Background: an optimization exercise with open tools, aiming at small area and a short achievable clock period. Do not read the settings as production practice. Function was not checked in any run shown here: the RTL went through the layout flow alone. Power is estimated from default activity; no workload was simulated.

==> flow/design.v, too long to show whole: its modules and the start of the top module <==
// module mul32_pipe: 2832 lines
// module mul_fa: 6 lines
// module mul_xor2: 5 lines
// module mul_maj3: 5 lines
// module mul_ao21: 5 lines
// module mul_enc: 6 lines
// module mul_ha: 6 lines
module mul32_pipe(clk, rst, in_valid, a, b, out_valid, p);
  // ...
==> flow/flow/run.sh <==
#!/bin/bash
# Own layout flow: the standard ORFS flow (standard.sh), unchanged except that the
# port buffers that global placement inserts on every input and output use a plain buffer
# (buf_4) instead of the delay cell buffer_ports picks by default.
set -euo pipefail
export BUFFER_PORTS_ARGS="-buffer_cell sky130_fd_sc_hd__buf_4"
bash standard.sh finish > standard_flow.log 2>&1
==> flow/standard.sh <==
#!/bin/bash
# synth_recipe.tcl (not shown) runs the flow's synth.tcl, then flattens the netlist and writes it again
# the make line also repeats each setting of config.mk as NAME=value (left out here)
make -C /OpenROAD-flow-scripts/flow DESIGN_CONFIG=/design/flow/config.mk WORK_HOME=/design/flow/orfs CLKGATE_MAP_FILE= SYNTH_SCRIPT=/design/flow/synth_recipe.tcl "${@:-finish}"
==> flow/config.mk <==
export PLATFORM = sky130hd
export DESIGN_NAME = mul32_pipe
export DESIGN_NICKNAME = mul32_pipe
export VERILOG_FILES = /design/flow/design.v
export SDC_FILE = /design/flow/constraint.sdc
export NUM_CORES = 4
export LEC_CHECK = 0
export ABC_AREA = 1
export CAP_MARGIN = 20
export CORE_MARGIN = 2
export CORE_UTILIZATION = 40
export SETUP_SLACK_MARGIN = 0.35
export SLEW_MARGIN = 20
export SYNTH_HIERARCHICAL = 1
==> flow/constraint.sdc <==
create_clock -name core_clock -period 2.5 [get_ports {clk}]
set_input_delay 0.5000 -clock core_clock [delete_from_list [all_inputs] [get_ports {clk}]]
set_output_delay 0.5000 -clock core_clock [all_outputs]
set_load 0.01 [all_outputs]
==> results.json, run 1 <==
{
  "status": "complete, no violations",
  "crit_buf_inv": 3,
  "dp_hpwl_um": 97600,
  "syn_area_per_cell_um2": 10.4,
  "synth-seq-area-share": 0.299,
  "power.group.top": "combinational logic",
  "synth_xor_area_frac": 0.132,
  "via_count": 26220,
  "cp_cell_sequence": "buf_12, buf_16, nand2_2, xnor2_2, buf_4",
  "setup_ws_ns": 0.342,
  "start_util": 0.402,
  "crit_path_start_kind": "flip-flop",
  "pg_seq_uw": 15100,
  "largest_register_ff_count": 306,
  "grt-ovfl-total": 0,
  "synth_simple_gate_area_frac": 0.0778,
  "drive_above_1_share": 0.335,
  "nNonClkInverters": 248,
  "worst_setup_hold_path_clk_slew_ns": 0.06,
  "r2r_slack_ns": 0.35,
  "core_area_mm2": 0.0896,
  "grtUsageMet3": 0.0725,
  "cts_buffers": 59,
  "clk_share": 0.0433,
  "final_util": 0.531,
  "nets": 4466,
  "nMultiInputCombCells": 2420,
  "grt_pass1_wl_um": 175000,
  "worstPathRequired_ns": 2.00,
  "final.min_clock_period_ns": 2.16,
  "cts_tree": "built",
  "path_class": "reg2out",
  "layout_commonest_cell": "dfxtp_1",
  "multi_input_area_share": 0.571,
  "power_uw": 64300,
  "taps": 1176,
  "powerDensity_mw_per_mm2": 1350,
  "holdCritPathClass": "in2reg"
}
==> inputs of run 2 (changes only) <==
--- a/flow/design.v
+++ b/flow/design.v
@@ -2199,357 +2199,227 @@
   mul_fa u1660(rk2[124], rk2[125], rk2[126], fs1660, fc1660);
   wire [36:0] s1661;
   wire [35:0] s1661x = {fc1641, fc1640, fc1639, fc1638, fc1637, fc1636, fc1635, hc1634, hc1633, hc1632, hc1631, hc1630, hc1629, hc1628, hc1627, hc1626, hc1625, hc1624, hc1623, hc1622, hc1621, hc1620, hc1619, hc1618, hc1617, hc1616, hc1615, fc1614, fs1614, rk2[7], rk2[6], rk2[5], rk2[4], rk2[3], rk2[2], rk2[0]};
   wire [35:0] s1661y = {fs1642, fs1641, fs1640, fs1639, fs1638, fs1637, fs1636, fs1635, hs1634, hs1633, hs1632, hs1631, hs1630, hs1629, hs1628, hs1627, hs1626, hs1625, hs1624, hs1623, hs1622, hs1621, hs1620, hs1619, hs1618, hs1617, hs1616, hs1615, 1'b0, 1'b0, 1'b0, 1'b0, 1'b0, 1'b0, 1'b0, rk2[1]};
   wire [35:0] s1661_g0 = s1661x & s1661y;
   wire [35:0] s1661_p0 = s1661x ^ s1661y;
   wire s1661_G1 = s1661_g0[1] | (s1661_p0[1] & s1661_g0[0]);
   wire s1661_P1 = s1661_p0[1] & s1661_p0[0];
-  wire s1661_G2 = s1661_g0[2] | (s1661_p0[2] & s1661_g0[1]);
-  wire s1661_P2 = s1661_p0[2] & s1661_p0[1];
-  wire s1661_G3 = s1661_g0[3] | (s1661_p0[3] & s1661_g0[2]);
-  wire s1661_P3 = s1661_p0[3] & s1661_p0[2];
-  wire s1661_G4 = s1661_g0[4] | (s1661_p0[4] & s1661_g0[3]);
-  wire s1661_P4 = s1661_p0[4] & s1661_p0[3];
-  wire s1661_G5 = s1661_g0[5] | (s1661_p0[5] & s1661_g0[4]);
-  wire s1661_P5 = s1661_p0[5] & s1661_p0[4];
-  wire s1661_G6 = s1661_g0[6] | (s1661_p0[6] & s1661_g0[5]);
-  wire s1661_P6 = s1661_p0[6] & s1661_p0[5];
-  wire s1661_G7 = s1661_g0[7] | (s1661_p0[7] & s1661_g0[6]);
-  wire s1661_P7 = s1661_p0[7] & s1661_p0[6];
-  wire s1661_G8 = s1661_g0[8] | (s1661_p0[8] & s1661_g0[7]);
-  wire s1661_P8 = s1661_p0[8] & s1661_p0[7];
-  wire s1661_G9 = s1661_g0[9] | (s1661_p0[9] & s1661_g0[8]);
-  wire s1661_P9 = s1661_p0[9] & s1661_p0[8];
-  wire s1661_G10 = s1661_g0[10] | (s1661_p0[10] & s1661_g0[9]);
-  wire s1661_P10 = s1661_p0[10] & s1661_p0[9];
-  wire s1661_G11 = s1661_g0[11] | (s1661_p0[11] & s1661_g0[10]);
-  wire s1661_P11 = s1661_p0[11] & s1661_p0[10];
-  wire s1661_G12 = s1661_g0[12] | (s1661_p0[12] & s1661_g0[11]);
-  wire s1661_P12 = s1661_p0[12] & s1661_p0[11];
-  wire s1661_G13 = s1661_g0[13] | (s1661_p0[13] & s1661_g0[12]);
-  wire s1661_P13 = s1661_p0[13] & s1661_p0[12];
-  wire s1661_G14 = s1661_g0[14] | (s1661_p0[14] & s1661_g0[13]);
-  wire s1661_P14 = s1661_p0[14] & s1661_p0[13];
-  wire s1661_G15 = s1661_g0[15] | (s1661_p0[15] & s1661_g0[14]);
-  wire s1661_P15 = s1661_p0[15] & s1661_p0[14];
-  wire s1661_G16 = s1661_g0[16] | (s1661_p0[16] & s1661_g0[15]);
-  wire s1661_P16 = s1661_p0[16] & s1661_p0[15];
-  wire s1661_G17 = s1661_g0[17] | (s1661_p0[17] & s1661_g0[16]);
-  wire s1661_P17 = s1661_p0[17] & s1661_p0[16];
-  wire s1661_G18 = s1661_g0[18] | (s1661_p0[18] & s1661_g0[17]);
-  wire s1661_P18 = s1661_p0[18] & s1661_p0[17];
-  wire s1661_G19 = s1661_g0[19] | (s1661_p0[19] & s1661_g0[18]);
-  wire s1661_P19 = s1661_p0[19] & s1661_p0[18];
-  wire s1661_G20 = s1661_g0[20] | (s1661_p0[20] & s1661_g0[19]);
-  wire s1661_P20 = s1661_p0[20] & s1661_p0[19];
-  wire s1661_G21 = s1661_g0[21] | (s1661_p0[21] & s1661_g0[20]);
-  wire s1661_P21 = s1661_p0[21] & s1661_p0[20];
-  wire s1661_G22 = s1661_g0[22] | (s1661_p0[22] & s1661_g0[21]);
-  wire s1661_P22 = s1661_p0[22] & s1661_p0[21];
-  wire s1661_G23 = s1661_g0[23] | (s1661_p0[23] & s1661_g0[22]);
-  wire s1661_P23 = s1661_p0[23] & s1661_p0[22];
-  wire s1661_G24 = s1661_g0[24] | (s1661_p0[24] & s1661_g0[23]);
-  wire s1661_P24 = s1661_p0[24] & s1661_p0[23];
-  wire s1661_G25 = s1661_g0[25] | (s1661_p0[25] & s1661_g0[24]);
-  wire s1661_P25 = s1661_p0[25] & s1661_p0[24];
-  wire s1661_G26 = s1661_g0[26] | (s1661_p0[26] & s1661_g0[25]);
-  wire s1661_P26 = s1661_p0[26] & s1661_p0[25];
-  wire s1661_G27 = s1661_g0[27] | (s1661_p0[27] & s1661_g0[26]);
-  wire s1661_P27 = s1661_p0[27] & s1661_p0[26];
-  wire s1661_G28 = s1661_g0[28] | (s1661_p0[28] & s1661_g0[27]);
-  wire s1661_P28 = s1661_p0[28] & s1661_p0[27];
-  wire s1661_G29 = s1661_g0[29] | (s1661_p0[29] & s1661_g0[28]);
-  wire s1661_P29 = s1661_p0[29] & s1661_p0[28];
-  wire s1661_G30 = s1661_g0[30] | (s1661_p0[30] & s1661_g0[29]);
-  wire s1661_P30 = s1661_p0[30] & s1661_p0[29];
-  wire s1661_G31 = s1661_g0[31] | (s1661_p0[31] & s1661_g0[30]);
-  wire s1661_P31 = s1661_p0[31] & s1661_p0[30];
-  wire s1661_G32 = s1661_g0[32] | (s1661_p0[32] & s1661_g0[31]);
-  wire s1661_P32 = s1661_p0[32] & s1661_p0[31];
-  wire s1661_G33 = s1661_g0[33] | (s1661_p0[33] & s1661_g0[32]);
-  wire s1661_P33 = s1661_p0[33] & s1661_p0[32];
-  wire s1661_G34 = s1661_g0[34] | (s1661_p0[34] & s1661_g0[33]);
-  wire s1661_P34 = s1661_p0[34] & s1661_p0[33];
-  wire s1661_G35 = s1661_g0[35] | (s1661_p0[35] & s1661_g0[34]);
-  wire s1661_P35 = s1661_p0[35] & s1661_p0[34];
-  wire s1661_G36 = s1661_G2 | (s1661_P2 & s1661_g0[0]);
-  wire s1661_P36 = s1661_P2 & s1661_p0[0];
-  wire s1661_G37 = s1661_G3 | (s1661_P3 & s1661_G1);
-  wire s1661_P37 = s1661_P3 & s1661_P1;
-  wire s1661_G38 = s1661_G4 | (s1661_P4 & s1661_G2);
-  wire s1661_P38 = s1661_P4 & s1661_P2;
-  wire s1661_G39 = s1661_G5 | (s1661_P5 & s1661_G3);
-  wire s1661_P39 = s1661_P5 & s1661_P3;
-  wire s1661_G40 = s1661_G6 | (s1661_P6 & s1661_G4);
-  wire s1661_P40 = s1661_P6 & s1661_P4;
-  wire s1661_G41 = s1661_G7 | (s1661_P7 & s1661_G5);
-  wire s1661_P41 = s1661_P7 & s1661_P5;
-  wire s1661_G42 = s1661_G8 | (s1661_P8 & s1661_G6);
-  wire s1661_P42 = s1661_P8 & s1661_P6;
-  wire s1661_G43 = s1661_G9 | (s1661_P9 & s1661_G7);
-  wire s1661_P43 = s1661_P9 & s1661_P7;
-  wire s1661_G44 = s1661_G10 | (s1661_P10 & s1661_G8);
-  wire s1661_P44 = s1661_P10 & s1661_P8;
-  wire s1661_G45 = s1661_G11 | (s1661_P11 & s1661_G9);
-  wire s1661_P45 = s1661_P11 & s1661_P9;
-  wire s1661_G46 = s1661_G12 | (s1661_P12 & s1661_G10);
-  wire s1661_P46 = s1661_P12 & s1661_P10;
-  wire s1661_G47 = s1661_G13 | (s1661_P13 & s1661_G11);
-  wire s1661_P47 = s1661_P13 & s1661_P11;
-  wire s1661_G48 = s1661_G14 | (s1661_P14 & s1661_G12);
-  wire s1661_P48 = s1661_P14 & s1661_P12;
-  wire s1661_G49 = s1661_G15 | (s1661_P15 & s1661_G13);
-  wire s1661_P49 = s1661_P15 & s1661_P13;
-  wire s1661_G50 = s1661_G16 | (s1661_P16 & s1661_G14);
-  wire s1661_P50 = s1661_P16 & s1661_P14;
-  wire s1661_G51 = s1661_G17 | (s1661_P17 & s1661_G15);
-  wire s1661_P51 = s1661_P17 & s1661_P15;
-  wire s1661_G52 = s1661_G18 | (s1661_P18 & s1661_G16);
-  wire s1661_P52 = s1661_P18 & s1661_P16;
-  wire s1661_G53 = s1661_G19 | (s1661_P19 & s1661_G17);
-  wire s1661_P53 = s1661_P19 & s1661_P17;
-  wire s1661_G54 = s1661_G20 | (s1661_P20 & s1661_G18);
-  wire s1661_P54 = s1661_P20 & s1661_P18;
-  wire s1661_G55 = s1661_G21 | (s1661_P21 & s1661_G19);
-  wire s1661_P55 = s1661_P21 & s1661_P19;
-  wire s1661_G56 = s1661_G22 | (s1661_P22 & s1661_G20);
-  wire s1661_P56 = s1661_P22 & s1661_P20;
-  wire s1661_G57 = s1661_G23 | (s1661_P23 & s1661_G21);
-  wire s1661_P57 = s1661_P23 & s1661_P21;
-  wire s1661_G58 = s1661_G24 | (s1661_P24 & s1661_G22);
-  wire s1661_P58 = s1661_P24 & s1661_P22;
-  wire s1661_G59 = s1661_G25 | (s1661_P25 & s1661_G23);
-  wire s1661_P59 = s1661_P25 & s1661_P23;
-  wire s1661_G60 = s1661_G26 | (s1661_P26 & s1661_G24);
-  wire s1661_P60 = s1661_P26 & s1661_P24;
-  wire s1661_G61 = s1661_G27 | (s1661_P27 & s1661_G25);
-  wire s1661_P61 = s1661_P27 & s1661_P25;
-  wire s1661_G62 = s1661_G28 | (s1661_P28 & s1661_G26);
-  wire s1661_P62 = s1661_P28 & s1661_P26;
-  wire s1661_G63 = s1661_G29 | (s1661_P29 & s1661_G27);
-  wire s1661_P63 = s1661_P29 & s1661_P27;
-  wire s1661_G64 = s1661_G30 | (s1661_P30 & s1661_G28);
-  wire s1661_P64 = s1661_P30 & s1661_P28;
-  wire s1661_G65 = s1661_G31 | (s1661_P31 & s1661_G29);
-  wire s1661_P65 = s1661_P31 & s1661_P29;
-  wire s1661_G66 = s1661_G32 | (s1661_P32 & s1661_G30);
-  wire s1661_P66 = s1661_P32 & s1661_P30;
-  wire s1661_G67 = s1661_G33 | (s1661_P33 & s1661_G31);
-  wire s1661_P67 = s1661_P33 & s1661_P31;
-  wire s1661_G68 = s1661_G34 | (s1661_P34 & s1661_G32);
-  wire s1661_P68 = s1661_P34 & s1661_P32;
-  wire s1661_G69 = s1661_G35 | (s1661_P35 & s1661_G33);
-  wire s1661_P69 = s1661_P35 & s1661_P33;
-  wire s1661_G70 = s1661_G38 | (s1661_P38 & s1661_g0[0]);
-  wire s1661_P70 = s1661_P38 & s1661_p0[0];
-  wire s1661_G71 = s1661_G39 | (s1661_P39 & s1661_G1);
-  wire s1661_P71 = s1661_P39 & s1661_P1;
-  wire s1661_G72 = s1661_G40 | (s1661_P40 & s1661_G36);
-  wire s1661_P72 = s1661_P40 & s1661_P36;
-  wire s1661_G73 = s1661_G41 | (s1661_P41 & s1661_G37);
-  wire s1661_P73 = s1661_P41 & s1661_P37;
-  wire s1661_G74 = s1661_G42 | (s1661_P42 & s1661_G38);
-  wire s1661_P74 = s1661_P42 & s1661_P38;
-  wire s1661_G75 = s1661_G43 | (s1661_P43 & s1661_G39);
-  wire s1661_P75 = s1661_P43 & s1661_P39;
-  wire s1661_G76 = s1661_G44 | (s1661_P44 & s1661_G40);
-  wire s1661_P76 = s1661_P44 & s1661_P40;
-  wire s1661_G77 = s1661_G45 | (s1661_P45 & s1661_G41);
-  wire s1661_P77 = s1661_P45 & s1661_P41;
-  wire s1661_G78 = s1661_G46 | (s1661_P46 & s1661_G42);
-  wire s1661_P78 = s1661_P46 & s1661_P42;
-  wire s1661_G79 = s1661_G47 | (s1661_P47 & s1661_G43);
-  wire s1661_P79 = s1661_P47 & s1661_P43;
-  wire s1661_G80 = s1661_G48 | (s1661_P48 & s1661_G44);
-  wire s1661_P80 = s1661_P48 & s1661_P44;
-  wire s1661_G81 = s1661_G49 | (s1661_P49 & s1661_G45);
-  wire s1661_P81 = s1661_P49 & s1661_P45;
-  wire s1661_G82 = s1661_G50 | (s1661_P50 & s1661_G46);
-  wire s1661_P82 = s1661_P50 & s1661_P46;
-  wire s1661_G83 = s1661_G51 | (s1661_P51 & s1661_G47);
-  wire s1661_P83 = s1661_P51 & s1661_P47;
-  wire s1661_G84 = s1661_G52 | (s1661_P52 & s1661_G48);
-  wire s1661_P84 = s1661_P52 & s1661_P48;
-  wire s1661_G85 = s1661_G53 | (s1661_P53 & s1661_G49);
-  wire s1661_P85 = s1661_P53 & s1661_P49;
-  wire s1661_G86 = s1661_G54 | (s1661_P54 & s1661_G50);
-  wire s1661_P86 = s1661_P54 & s1661_P50;
-  wire s1661_G87 = s1661_G55 | (s1661_P55 & s1661_G51);
-  wire s1661_P87 = s1661_P55 & s1661_P51;
-  wire s1661_G88 = s1661_G56 | (s1661_P56 & s1661_G52);
-  wire s1661_P88 = s1661_P56 & s1661_P52;
-  wire s1661_G89 = s1661_G57 | (s1661_P57 & s1661_G53);
-  wire s1661_P89 = s1661_P57 & s1661_P53;
-  wire s1661_G90 = s1661_G58 | (s1661_P58 & s1661_G54);
-  wire s1661_P90 = s1661_P58 & s1661_P54;
-  wire s1661_G91 = s1661_G59 | (s1661_P59 & s1661_G55);
-  wire s1661_P91 = s1661_P59 & s1661_P55;
-  wire s1661_G92 = s1661_G60 | (s1661_P60 & s1661_G56);
-  wire s1661_P92 = s1661_P60 & s1661_P56;
-  wire s1661_G93 = s1661_G61 | (s1661_P61 & s1661_G57);
-  wire s1661_P93 = s1661_P61 & s1661_P57;
-  wire s1661_G94 = s1661_G62 | (s1661_P62 & s1661_G58);
-  wire s1661_P94 = s1661_P62 & s1661_P58;
-  wire s1661_G95 = s1661_G63 | (s1661_P63 & s1661_G59);
-  wire s1661_P95 = s1661_P63 & s1661_P59;
-  wire s1661_G96 = s1661_G64 | (s1661_P64 & s1661_G60);
-  wire s1661_P96 = s1661_P64 & s1661_P60;
-  wire s1661_G97 = s1661_G65 | (s1661_P65 & s1661_G61);
-  wire s1661_P97 = s1661_P65 & s1661_P61;
-  wire s1661_G98 = s1661_G66 | (s1661_P66 & s1661_G62);
-  wire s1661_P98 = s1661_P66 & s1661_P62;
-  wire s1661_G99 = s1661_G67 | (s1661_P67 & s1661_G63);
-  wire s1661_P99 = s1661_P67 & s1661_P63;
-  wire s1661_G100 = s1661_G68 | (s1661_P68 & s1661_G64);
-  wire s1661_P100 = s1661_P68 & s1661_P64;
-  wire s1661_G101 = s1661_G69 | (s1661_P69 & s1661_G65);
-  wire s1661_P101 = s1661_P69 & s1661_P65;
-  wire s1661_G102 = s1661_G74 | (s1661_P74 & s1661_g0[0]);
-  wire s1661_P102 = s1661_P74 & s1661_p0[0];
-  wire s1661_G103 = s1661_G75 | (s1661_P75 & s1661_G1);
-  wire s1661_P103 = s1661_P75 & s1661_P1;
-  wire s1661_G104 = s1661_G76 | (s1661_P76 & s1661_G36);
-  wire s1661_P104 = s1661_P76 & s1661_P36;
-  wire s1661_G105 = s1661_G77 | (s1661_P77 & s1661_G37);
-  wire s1661_P105 = s1661_P77 & s1661_P37;
-  wire s1661_G106 = s1661_G78 | (s1661_P78 & s1661_G70);
-  wire s1661_P106 = s1661_P78 & s1661_P70;
-  wire s1661_G107 = s1661_G79 | (s1661_P79 & s1661_G71);
-  wire s1661_P107 = s1661_P79 & s1661_P71;
-  wire s1661_G108 = s1661_G80 | (s1661_P80 & s1661_G72);
-  wire s1661_P108 = s1661_P80 & s1661_P72;
-  wire s1661_G109 = s1661_G81 | (s1661_P81 & s1661_G73);
-  wire s1661_P109 = s1661_P81 & s1661_P73;
-  wire s1661_G110 = s1661_G82 | (s1661_P82 & s1661_G74);
-  wire s1661_P110 = s1661_P82 & s1661_P74;
-  wire s1661_G111 = s1661_G83 | (s1661_P83 & s1661_G75);
-  wire s1661_P111 = s1661_P83 & s1661_P75;
-  wire s1661_G112 = s1661_G84 | (s1661_P84 & s1661_G76);
-  wire s1661_P112 = s1661_P84 & s1661_P76;
-  wire s1661_G113 = s1661_G85 | (s1661_P85 & s1661_G77);
-  wire s1661_P113 = s1661_P85 & s1661_P77;
-  wire s1661_G114 = s1661_G86 | (s1661_P86 & s1661_G78);
-  wire s1661_P114 = s1661_P86 & s1661_P78;
-  wire s1661_G115 = s1661_G87 | (s1661_P87 & s1661_G79);
-  wire s1661_P115 = s1661_P87 & s1661_P79;
-  wire s1661_G116 = s1661_G88 | (s1661_P88 & s1661_G80);
-  wire s1661_P116 = s1661_P88 & s1661_P80;
-  wire s1661_G117 = s1661_G89 | (s1661_P89 & s1661_G81);
-  wire s1661_P117 = s1661_P89 & s1661_P81;
-  wire s1661_G118 = s1661_G90 | (s1661_P90 & s1661_G82);
-  wire s1661_P118 = s1661_P90 & s1661_P82;
-  wire s1661_G119 = s1661_G91 | (s1661_P91 & s1661_G83);
-  wire s1661_P119 = s1661_P91 & s1661_P83;
-  wire s1661_G120 = s1661_G92 | (s1661_P92 & s1661_G84);
-  wire s1661_P120 = s1661_P92 & s1661_P84;
-  wire s1661_G121 = s1661_G93 | (s1661_P93 & s1661_G85);
-  wire s1661_P121 = s1661_P93 & s1661_P85;
-  wire s1661_G122 = s1661_G94 | (s1661_P94 & s1661_G86);
-  wire s1661_P122 = s1661_P94 & s1661_P86;
-  wire s1661_G123 = s1661_G95 | (s1661_P95 & s1661_G87);
-  wire s1661_P123 = s1661_P95 & s1661_P87;
-  wire s1661_G124 = s1661_G96 | (s1661_P96 & s1661_G88);
-  wire s1661_P124 = s1661_P96 & s1661_P88;
-  wire s1661_G125 = s1661_G97 | (s1661_P97 & s1661_G89);
-  wire s1661_P125 = s1661_P97 & s1661_P89;
-  wire s1661_G126 = s1661_G98 | (s1661_P98 & s1661_G90);
-  wire s1661_P126 = s1661_P98 & s1661_P90;
-  wire s1661_G127 = s1661_G99 | (s1661_P99 & s1661_G91);
-  wire s1661_P127 = s1661_P99 & s1661_P91;
-  wire s1661_G128 = s1661_G100 | (s1661_P100 & s1661_G92);
-  wire s1661_P128 = s1661_P100 & s1661_P92;
-  wire s1661_G129 = s1661_G101 | (s1661_P101 & s1661_G93);
-  wire s1661_P129 = s1661_P101 & s1661_P93;
-  wire s1661_G130 = s1661_G110 | (s1661_P110 & s1661_g0[0]);
-  wire s1661_P130 = s1661_P110 & s1661_p0[0];
-  wire s1661_G131 = s1661_G111 | (s1661_P111 & s1661_G1);
-  wire s1661_P131 = s1661_P111 & s1661_P1;
-  wire s1661_G132 = s1661_G112 | (s1661_P112 & s1661_G36);
-  wire s1661_P132 = s1661_P112 & s1661_P36;
-  wire s1661_G133 = s1661_G113 | (s1661_P113 & s1661_G37);
-  wire s1661_P133 = s1661_P113 & s1661_P37;
-  wire s1661_G134 = s1661_G114 | (s1661_P114 & s1661_G70);
-  wire s1661_P134 = s1661_P114 & s1661_P70;
-  wire s1661_G135 = s1661_G115 | (s1661_P115 & s1661_G71);
-  wire s1661_P135 = s1661_P115 & s1661_P71;
-  wire s1661_G136 = s1661_G116 | (s1661_P116 & s1661_G72);
-  wire s1661_P136 = s1661_P116 & s1661_P72;
-  wire s1661_G137 = s1661_G117 | (s1661_P117 & s1661_G73);
-  wire s1661_P137 = s1661_P117 & s1661_P73;
-  wire s1661_G138 = s1661_G118 | (s1661_P118 & s1661_G102);
-  wire s1661_P138 = s1661_P118 & s1661_P102;
-  wire s1661_G139 = s1661_G119 | (s1661_P119 & s1661_G103);
-  wire s1661_P139 = s1661_P119 & s1661_P103;
-  wire s1661_G140 = s1661_G120 | (s1661_P120 & s1661_G104);
-  wire s1661_P140 = s1661_P120 & s1661_P104;
-  wire s1661_G141 = s1661_G121 | (s1661_P121 & s1661_G105);
-  wire s1661_P141 = s1661_P121 & s1661_P105;
-  wire s1661_G142 = s1661_G122 | (s1661_P122 & s1661_G106);
-  wire s1661_P142 = s1661_P122 & s1661_P106;
-  wire s1661_G143 = s1661_G123 | (s1661_P123 & s1661_G107);
-  wire s1661_P143 = s1661_P123 & s1661_P107;
-  wire s1661_G144 = s1661_G124 | (s1661_P124 & s1661_G108);
-  wire s1661_P144 = s1661_P124 & s1661_P108;
-  wire s1661_G145 = s1661_G125 | (s1661_P125 & s1661_G109);
-  wire s1661_P145 = s1661_P125 & s1661_P109;
-  wire s1661_G146 = s1661_G126 | (s1661_P126 & s1661_G110);
-  wire s1661_P146 = s1661_P126 & s1661_P110;
-  wire s1661_G147 = s1661_G127 | (s1661_P127 & s1661_G111);
-  wire s1661_P147 = s1661_P127 & s1661_P111;
-  wire s1661_G148 = s1661_G128 | (s1661_P128 & s1661_G112);
-  wire s1661_P148 = s1661_P128 & s1661_P112;
-  wire s1661_G149 = s1661_G129 | (s1661_P129 & s1661_G113);
-  wire s1661_P149 = s1661_P129 & s1661_P113;
-  wire s1661_G150 = s1661_G146 | (s1661_P146 & s1661_g0[0]);
-  wire s1661_P150 = s1661_P146 & s1661_p0[0];
-  wire s1661_G151 = s1661_G147 | (s1661_P147 & s1661_G1);
-  wire s1661_P151 = s1661_P147 & s1661_P1;
-  wire s1661_G152 = s1661_G148 | (s1661_P148 & s1661_G36);
-  wire s1661_P152 = s1661_P148 & s1661_P36;
-  wire s1661_G153 = s1661_G149 | (s1661_P149 & s1661_G37);
-  wire s1661_P153 = s1661_P149 & s1661_P37;
+  wire s1661_G2 = s1661_g0[3] | (s1661_p0[3] & s1661_g0[2]);
+  wire s1661_P2 = s1661_p0[3] & s1661_p0[2];
+  wire s1661_G3 = s1661_g0[5] | (s1661_p0[5] & s1661_g0[4]);
+  wire s1661_P3 = s1661_p0[5] & s1661_p0[4];
+  wire s1661_G4 = s1661_g0[7] | (s1661_p0[7] & s1661_g0[6]);
+  wire s1661_P4 = s1661_p0[7] & s1661_p0[6];
+  wire s1661_G5 = s1661_g0[9] | (s1661_p0[9] & s1661_g0[8]);
+  wire s1661_P5 = s1661_p0[9] & s1661_p0[8];
+  wire s1661_G6 = s1661_g0[11] | (s1661_p0[11] & s1661_g0[10]);
+  wire s1661_P6 = s1661_p0[11] & s1661_p0[10];
+  wire s1661_G7 = s1661_g0[13] | (s1661_p0[13] & s1661_g0[12]);
+  wire s1661_P7 = s1661_p0[13] & s1661_p0[12];
+  wire s1661_G8 = s1661_g0[15] | (s1661_p0[15] & s1661_g0[14]);
+  wire s1661_P8 = s1661_p0[15] & s1661_p0[14];
+  wire s1661_G9 = s1661_g0[17] | (s1661_p0[17] & s1661_g0[16]);
+  wire s1661_P9 = s1661_p0[17] & s1661_p0[16];
+  wire s1661_G10 = s1661_g0[19] | (s1661_p0[19] & s1661_g0[18]);
+  wire s1661_P10 = s1661_p0[19] & s1661_p0[18];
+  wire s1661_G11 = s1661_g0[21] | (s1661_p0[21] & s1661_g0[20]);
+  wire s1661_P11 = s1661_p0[21] & s1661_p0[20];
+  wire s1661_G12 = s1661_g0[23] | (s1661_p0[23] & s1661_g0[22]);
+  wire s1661_P12 = s1661_p0[23] & s1661_p0[22];
+  wire s1661_G13 = s1661_g0[25] | (s1661_p0[25] & s1661_g0[24]);
+  wire s1661_P13 = s1661_p0[25] & s1661_p0[24];
+  wire s1661_G14 = s1661_g0[27] | (s1661_p0[27] & s1661_g0[26]);
+  wire s1661_P14 = s1661_p0[27] & s1661_p0[26];
+  wire s1661_G15 = s1661_g0[29] | (s1661_p0[29] & s1661_g0[28]);
+  wire s1661_P15 = s1661_p0[29] & s1661_p0[28];
+  wire s1661_G16 = s1661_g0[31] | (s1661_p0[31] & s1661_g0[30]);
+  wire s1661_P16 = s1661_p0[31] & s1661_p0[30];
+  wire s1661_G17 = s1661_g0[33] | (s1661_p0[33] & s1661_g0[32]);
+  wire s1661_P17 = s1661_p0[33] & s1661_p0[32];
+  wire s1661_G18 = s1661_g0[35] | (s1661_p0[35] & s1661_g0[34]);
+  wire s1661_P18 = s1661_p0[35] & s1661_p0[34];
+  wire s1661_G19 = s1661_g0[2] | (s1661_p0[2] & s1661_G1);
+  wire s1661_P19 = s1661_p0[2] & s1661_P1;
+  wire s1661_G20 = s1661_G2 | (s1661_P2 & s1661_G1);
+  wire s1661_P20 = s1661_P2 & s1661_P1;
+  wire s1661_G21 = s1661_g0[6] | (s1661_p0[6] & s1661_G3);
+  wire s1661_P21 = s1661_p0[6] & s1661_P3;
+  wire s1661_G22 = s1661_G4 | (s1661_P4 & s1661_G3);
+  wire s1661_P22 = s1661_P4 & s1661_P3;
+  wire s1661_G23 = s1661_g0[10] | (s1661_p0[10] & s1661_G5);
+  wire s1661_P23 = s1661_p0[10] & s1661_P5;
+  wire s1661_G24 = s1661_G6 | (s1661_P6 & s1661_G5);
+  wire s1661_P24 = s1661_P6 & s1661_P5;
+  wire s1661_G25 = s1661_g0[14] | (s1661_p0[14] & s1661_G7);
+  wire s1661_P25 = s1661_p0[14] & s1661_P7;
+  wire s1661_G26 = s1661_G8 | (s1661_P8 & s1661_G7);
+  wire s1661_P26 = s1661_P8 & s1661_P7;
+  wire s1661_G27 = s1661_g0[18] | (s1661_p0[18] & s1661_G9);
+  wire s1661_P27 = s1661_p0[18] & s1661_P9;
+  wire s1661_G28 = s1661_G10 | (s1661_P10 & s1661_G9);
+  wire s1661_P28 = s1661_P10 & s1661_P9;
+  wire s1661_G29 = s1661_g0[22] | (s1661_p0[22] & s1661_G11);
+  wire s1661_P29 = s1661_p0[22] & s1661_P11;
+  wire s1661_G30 = s1661_G12 | (s1661_P12 & s1661_G11);
+  wire s1661_P30 = s1661_P12 & s1661_P11;
+  wire s1661_G31 = s1661_g0[26] | (s1661_p0[26] & s1661_G13);
+  wire s1661_P31 = s1661_p0[26] & s1661_P13;
+  wire s1661_G32 = s1661_G14 | (s1661_P14 & s1661_G13);
+  wire s1661_P32 = s1661_P14 & s1661_P13;
+  wire s1661_G33 = s1661_g0[30] | (s1661_p0[30] & s1661_G15);
+  wire s1661_P33 = s1661_p0[30] & s1661_P15;
+  wire s1661_G34 = s1661_G16 | (s1661_P16 & s1661_G15);
+  wire s1661_P34 = s1661_P16 & s1661_P15;
+  wire s1661_G35 = s1661_g0[34] | (s1661_p0[34] & s1661_G17);
+  wire s1661_P35 = s1661_p0[34] & s1661_P17;
+  wire s1661_G36 = s1661_G18 | (s1661_P18 & s1661_G17);
+  wire s1661_P36 = s1661_P18 & s1661_P17;
+  wire s1661_G37 = s1661_g0[4] | (s1661_p0[4] & s1661_G20);
+  wire s1661_P37 = s1661_p0[4] & s1661_P20;
+  wire s1661_G38 = s1661_G3 | (s1661_P3 & s1661_G20);
+  wire s1661_P38 = s1661_P3 & s1661_P20;
+  wire s1661_G39 = s1661_G21 | (s1661_P21 & s1661_G20);
+  wire s1661_P39 = s1661_P21 & s1661_P20;
+  wire s1661_G40 = s1661_G22 | (s1661_P22 & s1661_G20);
+  wire s1661_P40 = s1661_P22 & s1661_P20;
+  wire s1661_G41 = s1661_g0[12] | (s1661_p0[12] & s1661_G24);
+  wire s1661_P41 = s1661_p0[12] & s1661_P24;
+  wire s1661_G42 = s1661_G7 | (s1661_P7 & s1661_G24);
+  wire s1661_P42 = s1661_P7 & s1661_P24;
+  wire s1661_G43 = s1661_G25 | (s1661_P25 & s1661_G24);
+  wire s1661_P43 = s1661_P25 & s1661_P24;
+  wire s1661_G44 = s1661_G26 | (s1661_P26 & s1661_G24);
+  wire s1661_P44 = s1661_P26 & s1661_P24;
+  wire s1661_G45 = s1661_g0[20] | (s1661_p0[20] & s1661_G28);
+  wire s1661_P45 = s1661_p0[20] & s1661_P28;
+  wire s1661_G46 = s1661_G11 | (s1661_P11 & s1661_G28);
+  wire s1661_P46 = s1661_P11 & s1661_P28;
+  wire s1661_G47 = s1661_G29 | (s1661_P29 & s1661_G28);
+  wire s1661_P47 = s1661_P29 & s1661_P28;
+  wire s1661_G48 = s1661_G30 | (s1661_P30 & s1661_G28);
+  wire s1661_P48 = s1661_P30 & s1661_P28;
+  wire s1661_G49 = s1661_g0[28] | (s1661_p0[28] & s1661_G32);
+  wire s1661_P49 = s1661_p0[28] & s1661_P32;
+  wire s1661_G50 = s1661_G15 | (s1661_P15 & s1661_G32);
+  wire s1661_P50 = s1661_P15 & s1661_P32;
+  wire s1661_G51 = s1661_G33 | (s1661_P33 & s1661_G32);
+  wire s1661_P51 = s1661_P33 & s1661_P32;
+  wire s1661_G52 = s1661_G34 | (s1661_P34 & s1661_G32);
+  wire s1661_P52 = s1661_P34 & s1661_P32;
+  wire s1661_G53 = s1661_g0[8] | (s1661_p0[8] & s1661_G40);
+  wire s1661_P53 = s1661_p0[8] & s1661_P40;
+  wire s1661_G54 = s1661_G5 | (s1661_P5 & s1661_G40);
+  wire s1661_P54 = s1661_P5 & s1661_P40;
+  wire s1661_G55 = s1661_G23 | (s1661_P23 & s1661_G40);
+  wire s1661_P55 = s1661_P23 & s1661_P40;
+  wire s1661_G56 = s1661_G24 | (s1661_P24 & s1661_G40);
+  wire s1661_P56 = s1661_P24 & s1661_P40;
+  wire s1661_G57 = s1661_G41 | (s1661_P41 & s1661_G40);
+  wire s1661_P57 = s1661_P41 & s1661_P40;
+  wire s1661_G58 = s1661_G42 | (s1661_P42 & s1661_G40);
+  wire s1661_P58 = s1661_P42 & s1661_P40;
+  wire s1661_G59 = s1661_G43 | (s1661_P43 & s1661_G40);
+  wire s1661_P59 = s1661_P43 & s1661_P40;
+  wire s1661_G60 = s1661_G44 | (s1661_P44 & s1661_G40);
+  wire s1661_P60 = s1661_P44 & s1661_P40;
+  wire s1661_G61 = s1661_g0[24] | (s1661_p0[24] & s1661_G48);
+  wire s1661_P61 = s1661_p0[24] & s1661_P48;
+  wire s1661_G62 = s1661_G13 | (s1661_P13 & s1661_G48);
+  wire s1661_P62 = s1661_P13 & s1661_P48;
+  wire s1661_G63 = s1661_G31 | (s1661_P31 & s1661_G48);
+  wire s1661_P63 = s1661_P31 & s1661_P48;
+  wire s1661_G64 = s1661_G32 | (s1661_P32 & s1661_G48);
+  wire s1661_P64 = s1661_P32 & s1661_P48;
+  wire s1661_G65 = s1661_G49 | (s1661_P49 & s1661_G48);
+  wire s1661_P65 = s1661_P49 & s1661_P48;
+  wire s1661_G66 = s1661_G50 | (s1661_P50 & s1661_G48);
+  wire s1661_P66 = s1661_P50 & s1661_P48;
+  wire s1661_G67 = s1661_G51 | (s1661_P51 & s1661_G48);
+  wire s1661_P67 = s1661_P51 & s1661_P48;
+  wire s1661_G68 = s1661_G52 | (s1661_P52 & s1661_G48);
+  wire s1661_P68 = s1661_P52 & s1661_P48;
+  wire s1661_G69 = s1661_g0[16] | (s1661_p0[16] & s1661_G60);
+  wire s1661_P69 = s1661_p0[16] & s1661_P60;
+  wire s1661_G70 = s1661_G9 | (s1661_P9 & s1661_G60);
+  wire s1661_P70 = s1661_P9 & s1661_P60;
+  wire s1661_G71 = s1661_G27 | (s1661_P27 & s1661_G60);
+  wire s1661_P71 = s1661_P27 & s1661_P60;
+  wire s1661_G72 = s1661_G28 | (s1661_P28 & s1661_G60);
+  wire s1661_P72 = s1661_P28 & s1661_P60;
+  wire s1661_G73 = s1661_G45 | (s1661_P45 & s1661_G60);
+  wire s1661_P73 = s1661_P45 & s1661_P60;
+  wire s1661_G74 = s1661_G46 | (s1661_P46 & s1661_G60);
+  wire s1661_P74 = s1661_P46 & s1661_P60;
+  wire s1661_G75 = s1661_G47 | (s1661_P47 & s1661_G60);
+  wire s1661_P75 = s1661_P47 & s1661_P60;
+  wire s1661_G76 = s1661_G48 | (s1661_P48 & s1661_G60);
+  wire s1661_P76 = s1661_P48 & s1661_P60;
+  wire s1661_G77 = s1661_G61 | (s1661_P61 & s1661_G60);
+  wire s1661_P77 = s1661_P61 & s1661_P60;
+  wire s1661_G78 = s1661_G62 | (s1661_P62 & s1661_G60);
+  wire s1661_P78 = s1661_P62 & s1661_P60;
+  wire s1661_G79 = s1661_G63 | (s1661_P63 & s1661_G60);
+  wire s1661_P79 = s1661_P63 & s1661_P60;
+  wire s1661_G80 = s1661_G64 | (s1661_P64 & s1661_G60);
+  wire s1661_P80 = s1661_P64 & s1661_P60;
+  wire s1661_G81 = s1661_G65 | (s1661_P65 & s1661_G60);
+  wire s1661_P81 = s1661_P65 & s1661_P60;
+  wire s1661_G82 = s1661_G66 | (s1661_P66 & s1661_G60);
+  wire s1661_P82 = s1661_P66 & s1661_P60;
+  wire s1661_G83 = s1661_G67 | (s1661_P67 & s1661_G60);
+  wire s1661_P83 = s1661_P67 & s1661_P60;
+  wire s1661_G84 = s1661_G68 | (s1661_P68 & s1661_G60);
+  wire s1661_P84 = s1661_P68 & s1661_P60;
+  wire s1661_G85 = s1661_g0[32] | (s1661_p0[32] & s1661_G84);
+  wire s1661_P85 = s1661_p0[32] & s1661_P84;
+  wire s1661_G86 = s1661_G17 | (s1661_P17 & s1661_G84);
+  wire s1661_P86 = s1661_P17 & s1661_P84;
+  wire s1661_G87 = s1661_G35 | (s1661_P35 & s1661_G84);
+  wire s1661_P87 = s1661_P35 & s1661_P84;
+  wire s1661_G88 = s1661_G36 | (s1661_P36 & s1661_G84);
+  wire s1661_P88 = s1661_P36 & s1661_P84;
   assign s1661[0] = s1661_p0[0] ^ 1'b0;
   assign s1661[1] = s1661_p0[1] ^ s1661_g0[0];
   assign s1661[2] = s1661_p0[2] ^ s1661_G1;
-  assign s1661[3] = s1661_p0[3] ^ s1661_G36;
-  assign s1661[4] = s1661_p0[4] ^ s1661_G37;
-  assign s1661[5] = s1661_p0[5] ^ s1661_G70;
-  assign s1661[6] = s1661_p0[6] ^ s1661_G71;
-  assign s1661[7] = s1661_p0[7] ^ s1661_G72;
-  assign s1661[8] = s1661_p0[8] ^ s1661_G73;
-  assign s1661[9] = s1661_p0[9] ^ s1661_G102;
-  assign s1661[10] = s1661_p0[10] ^ s1661_G103;
-  assign s1661[11] = s1661_p0[11] ^ s1661_G104;
-  assign s1661[12] = s1661_p0[12] ^ s1661_G105;
-  assign s1661[13] = s1661_p0[13] ^ s1661_G106;
-  assign s1661[14] = s1661_p0[14] ^ s1661_G107;
-  assign s1661[15] = s1661_p0[15] ^ s1661_G108;
-  assign s1661[16] = s1661_p0[16] ^ s1661_G109;
-  assign s1661[17] = s1661_p0[17] ^ s1661_G130;
-  assign s1661[18] = s1661_p0[18] ^ s1661_G131;
-  assign s1661[19] = s1661_p0[19] ^ s1661_G132;
-  assign s1661[20] = s1661_p0[20] ^ s1661_G133;
-  assign s1661[21] = s1661_p0[21] ^ s1661_G134;
-  assign s1661[22] = s1661_p0[22] ^ s1661_G135;
-  assign s1661[23] = s1661_p0[23] ^ s1661_G136;
-  assign s1661[24] = s1661_p0[24] ^ s1661_G137;
-  assign s1661[25] = s1661_p0[25] ^ s1661_G138;
-  assign s1661[26] = s1661_p0[26] ^ s1661_G139;
-  assign s1661[27] = s1661_p0[27] ^ s1661_G140;
-  assign s1661[28] = s1661_p0[28] ^ s1661_G141;
-  assign s1661[29] = s1661_p0[29] ^ s1661_G142;
-  assign s1661[30] = s1661_p0[30] ^ s1661_G143;
-  assign s1661[31] = s1661_p0[31] ^ s1661_G144;
-  assign s1661[32] = s1661_p0[32] ^ s1661_G145;
-  assign s1661[33] = s1661_p0[33] ^ s1661_G150;
-  assign s1661[34] = s1661_p0[34] ^ s1661_G151;
-  assign s1661[35] = s1661_p0[35] ^ s1661_G152;
-  assign s1661[36] = s1661_G153;
+  assign s1661[3] = s1661_p0[3] ^ s1661_G19;
+  assign s1661[4] = s1661_p0[4] ^ s1661_G20;
+  assign s1661[5] = s1661_p0[5] ^ s1661_G37;
+  assign s1661[6] = s1661_p0[6] ^ s1661_G38;
+  assign s1661[7] = s1661_p0[7] ^ s1661_G39;
+  assign s1661[8] = s1661_p0[8] ^ s1661_G40;
+  assign s1661[9] = s1661_p0[9] ^ s1661_G53;
+  assign s1661[10] = s1661_p0[10] ^ s1661_G54;
+  assign s1661[11] = s1661_p0[11] ^ s1661_G55;
+  assign s1661[12] = s1661_p0[12] ^ s1661_G56;
+  assign s1661[13] = s1661_p0[13] ^ s1661_G57;
+  assign s1661[14] = s1661_p0[14] ^ s1661_G58;
+  assign s1661[15] = s1661_p0[15] ^ s1661_G59;
+  assign s1661[16] = s1661_p0[16] ^ s1661_G60;
+  assign s1661[17] = s1661_p0[17] ^ s1661_G69;
+  assign s1661[18] = s1661_p0[18] ^ s1661_G70;
+  assign s1661[19] = s1661_p0[19] ^ s1661_G71;
+  assign s1661[20] = s1661_p0[20] ^ s1661_G72;
+  assign s1661[21] = s1661_p0[21] ^ s1661_G73;
+  assign s1661[22] = s1661_p0[22] ^ s1661_G74;
+  assign s1661[23] = s1661_p0[23] ^ s1661_G75;
+  assign s1661[24] = s1661_p0[24] ^ s1661_G76;
+  assign s1661[25] = s1661_p0[25] ^ s1661_G77;
+  assign s1661[26] = s1661_p0[26] ^ s1661_G78;
+  assign s1661[27] = s1661_p0[27] ^ s1661_G79;
+  assign s1661[28] = s1661_p0[28] ^ s1661_G80;
+  assign s1661[29] = s1661_p0[29] ^ s1661_G81;
+  assign s1661[30] = s1661_p0[30] ^ s1661_G82;
+  assign s1661[31] = s1661_p0[31] ^ s1661_G83;
+  assign s1661[32] = s1661_p0[32] ^ s1661_G84;
+  assign s1661[33] = s1661_p0[33] ^ s1661_G85;
+  assign s1661[34] = s1661_p0[34] ^ s1661_G86;
+  assign s1661[35] = s1661_p0[35] ^ s1661_G87;
+  assign s1661[36] = s1661_G88;
   wire [28:0] s1662;
   wire [27:0] s1662x = {rk2[135], rk2[134], rk2[132], rk2[131], rk2[129], rk2[128], fc1660, fs1660, fc1659, fs1659, fc1658, fs1658, hc1657, fc1656, hc1655, fc1654, hc1653, fc1652, hc1651, fc1650, hc1649, fc1648, fc1647, fc1646, fc1645, fc1644, fc1643, fc1642};
   wire [27:0] s1662y = {rk2[136], 1'b0, rk2[133], 1'b0, rk2[130], 1'b0, rk2[127], 1'b0, rk2[123], 1'b0, rk2[119], 1'b0, rk2[115], hs1657, fs1656, hs1655, fs1654, hs1653, fs1652, hs1651, fs1650, hs1649, fs1648, fs1647, fs1646, fs1645, fs1644, fs1643};
   wire [27:0] s1662_g0 = s1662x & s1662y;
   wire [27:0] s1662_p0 = s1662x ^ s1662y;
   wire s1662_G1 = s1662_g0[1] | (s1662_p0[1] & s1662_g0[0]);
   wire s1662_P1 = s1662_p0[1] & s1662_p0[0];
   wire s1662_G2 = s1662_g0[2] | (s1662_p0[2] & s1662_g0[1]);
==> flow/config.mk (replaced) <==
export PLATFORM = sky130hd
export DESIGN_NAME = mul32_pipe
export DESIGN_NICKNAME = mul32_pipe
export VERILOG_FILES = /design/flow/design.v
export SDC_FILE = /design/flow/constraint.sdc
export NUM_CORES = 4
export LEC_CHECK = 0
export ABC_AREA = 1
export CAP_MARGIN = 20
export CORE_MARGIN = 2
export CORE_UTILIZATION = 40
export SLEW_MARGIN = 20
export SYNTH_HIERARCHICAL = 1
==> results.json, run 2 <==
{
  "crit_slowest_cell": "fa_2",
  "crit_path_frequent_cell": "nand2_1",
  "cp-end-kind": "flip-flop",
  "grt_pass1_wl_um": 155000,
  "synth-seq-area-share": 0.308,
  "wl_um": 102000,
  "synthTopCellsByCount": "537 x dfxtp_1, 518 x xnor2_1, 511 x o22ai_1",
  "dieArea_mm2": 0.0896,
  "reg2regPathDepth": 11,
  "fmax_mhz": 416,
  "area_growth_pct": 18.2,
  "ir_worst_vdd_uv": 795,
  "cp_max_fo": 2,
  "cp_cell_sequence": "ha_1, ha_4, nand2_1, buf_4, nor2_4, nand4_1, nand3_4, buf_6, nand2_1, nand2_2, fa_2",
  "r2r_slack_ns": 0.1,
  "core_area_mm2": 0.0866,
  "netlist.top_cell.by_area": "dfxtp_1",
  "io_pins": 132,
  "wl_per_cell_um": 21.9,
  "status": "complete, no violations",
  "worst_setup_hold_path_clk_slew_ns": 0.06,
  "worstPathRequired_ns": 3.01,
  "clock_skew_ns": 0.0356,
  "clk_latency_ns": 0.65,
  "cts_buffers": 57,
  "synth_xor_area_frac": 0.137,
  "num_rows": 108,
  "synth_fa_ha_area_frac": 0.333,
  "layout_commonest_cell": "dfxtp_1",
  "htree_levels": 2,
  "path_class": "reg2reg",
  "drive_above_1_share": 0.173,
  "yosysMostFrequentCell": "dfxtp_1",
  "r2r-start": "rk2[24]$_DFF_P_",
  "ys_dominant_reg_cell": "dfxtp_1",
  "via_count": 24443,
  "cts.sinks": 537,
  "maxCapViolCount": 0,
  "cts_hold_buf": 0,
  "grt_pass1_vias": 25497,
  "ys_types": 41,
  "holdCritPathClass": "in2reg",
  "viasPerCell": 5.25,
  "slowest_delay_ns": 0.43,
  "root_buffer": "clkbuf_16",
  "start_util": 0.403,
  "hold_ws_ns": 0.0504,
  "syn_area_per_cell_um2": 10.9,
  "tightest_slew_ns": 0.734,
  "synthMuxAreaShare": 0,
  "yosys_warnings": 7,
  "synthArstFlopShare": 0,
  "antenna_found_initial": 2,
  "ys_seq_elements": 537,
  "critPathLaunch": "rk2[24]$_DFF_P_",
  "nets": 4156,
  "fp.dieH_um": 299,
  "cts_tree": "built",
  "die_x_um": 299,
  "largest_register_ff_count": 306,
  "clock_path_buffers": 3,
  "synth_compound_area_frac": 0.105,
  "yosys-top-cells-area": "dfxtp_1 31%, fa_1 28%, xnor2_1 13%",
  "synth_edf_count": 0,
  "netlist_instances": 3214,
  "grt_max_degree": 33,
  "drc": 0,
  "ant_nets": 0,
  "p_leak_uw": 0.0171,
  "drtIter0Drc": 1951,
  "crit_end": "rk3[32]$_DFF_P_",
  "rr_endpoint": "rk3[32]$_DFF_P_",
  "relSlewSlack": 0.509,
  "final_cell_mix": "537 x dfxtp_1, 518 x xnor2_1, 511 x o22ai_1",
  "num_antenna_cells": 0,
  "dp_hpwl_um": 82400,
  "portBuffers": 131,
  "timing.final.crit_share": 0.962,
  "synth_top_family_by_area": "adder cells",
  "finalWeightedCongestion": 0.956,
  "reg_top3": "rk1 (306), rk2 (137), rk3 (91)",
  "synth_top_cell_area_share": 0.308,
  "drv_slew": 0,
  "powerDensity_mw_per_mm2": 1290,
  "drtPass1Iterations": 6,
  "final.min_clock_period_ns": 2.40,
  "final_util": 0.476,
  "synthesis.area_mm2": 0.0349,
  "synth_simple_gate_area_frac": 0.0517,
  "totalNegativeSetupSlack_ns": 0,
  "grt_util_all_layers": 0.229,
  "grt-ovfl-total": 0,
  "crit_path_start_kind": "flip-flop",
  "worst_ep_arrival_time_ns": 2.92,
  "regMostFlops": "rk1",
  "finalHoldViolCount": 0,
  "setup_viol": 0,
  "fillerInstances": 7942
}
==> run 2: final cells by class <==
cell class / instances / area, um^2 / area share
repair buffers: 458 / 4320 / 0.105
clock buffers: 81 / 1670 / 0.0405
well taps: 1155 / 1450 / 0.0351
flip-flops and latches: 537 / 10800 / 0.261
clock inverters: 25 / 244 / 0.00592
inverters: 186 / 698 / 0.0169
multi-input cells: 2218 / 22100 / 0.536
==> run 2: metal layers <==
metal  up-vias  track usage  routed length, um
met1     12055        0.307              43200
met5         -            0                 33
met2      1024        0.363              46500
met4         4       0.0810               3850
li1      11143            -                  -
met3       217       0.0521               8250
==> run 2: report_power, final <==
| part | total, uW | switching [uW] | internal (uW) |
|---|---|---|---|
| Sequential | 14800 | 1920 | 12900 |
| Clock | 8610 | 3640 | 4960 |
| Combinational | 29800 | 16600 | 13100 |
==> run 2: logic make-up (layout without fill, tap and decap cells) <==
| logic type | after synthesis | in the layout |
|---|---|---|
| adders and majority gates | 631 | 631 |
| other | 1 | 16 |
| and+or+nand+nor | 426 | 426 |
| DFF | 537 | 537 |
| buffers and inverters | 474 | 750 |
| xor gates and xnor gates | 547 | 547 |
| AOI/OAI and AO/OA | 598 | 598 |
==> run 2: per-module statistics from Yosys (local to each module, per instance) <==
module	flops+latches	cells inside	copies in the design
mul_ha	0	1	34
mul32_pipe	537	2688	1
mul_fa	0	1	492
==> run 2: worst max-delay path: cells and delay by family (launching register included) <==
| family | cells | cell delay (ns) |
|---|---|---|
| fa+ha+maj | 3 | 1.03 |
| simple gates | 6 | 0.66 |
| flops | 1 | 0.30 |
| buf+inv | 2 | 0.26 |
==> run 2: what timing repair did <==
item                                    in CTS  in global routing
buffers inserted                             0                  2
endpoints found under the setup margin       3                 21
pin swaps                                    1                  4
gates resized for setup                      3                 31
==> run 2: how the worst min path moves through the flow <==
stage                           from             endpoint  slack, ns  cells past startpoint
global placement    rk1[305]$_DFF_P_     rk2[135]$_DFF_P_       0.31                      0
finish                           rst  vpipe[2]$_SDFF_PP0_       0.05                      2
CTS                              rst  vpipe[2]$_SDFF_PP0_       0.01                      2
detailed placement   rk1[15]$_DFF_P_      rk2[12]$_DFF_P_       0.31                      0
floorplan             rk1[0]$_DFF_P_       rk2[0]$_DFF_P_       0.31                      0
global route                     rst  vpipe[1]$_SDFF_PP0_       0.03                      2
==> run 2: through the flow <==
stage / instance area (um^2) / worst slack [ns] / total power [uW] / instances
2_1_floorplan: 34900 / 0.0483 / 34000 / 3229
3_3_place_gp: 39100 / -0.267 / 44100 / 4552
3_5_place_dp: 39100 / -0.248 / 44500 / 4552
4_1_cts: 41100 / 0.0170 / 53400 / 4658
5_1_grt: 41200 / -0.0526 / 58500 / 4660
6_report: 41200 / 0.0953 / 53200 / 4660

## separate check: timing with driven ports
No port has a modelled driver above. Below, the same layouts with a new extraction and two added sets of constraints. Step 1: set_driving_cell puts a clkbuf_16 on clk and a buf_2 on each other input, an assumption about the parent block. Step 2 times the ports against the registers' clock, not the clock port: input delays grow and output delays shrink by t, the midpoint of the rising clock arrivals with the driver on. Three values: ideal, step 1, step 2; two values: the first two.
run | t (ns) | setup WS [ns] | worst setup path at the end
run 1 | 0.707 | 0.342 / 0.273 / -0.300 | input to register
run 2 | 0.704 | 0.095 / 0.095 / -0.302 | input to register
With both steps, setup timing fails in run 1 and run 2, where it was met with ideal ports. The setup slack of run 1, which loses most, moves by -0.069 ns with the drivers and by -0.642 ns with both steps.
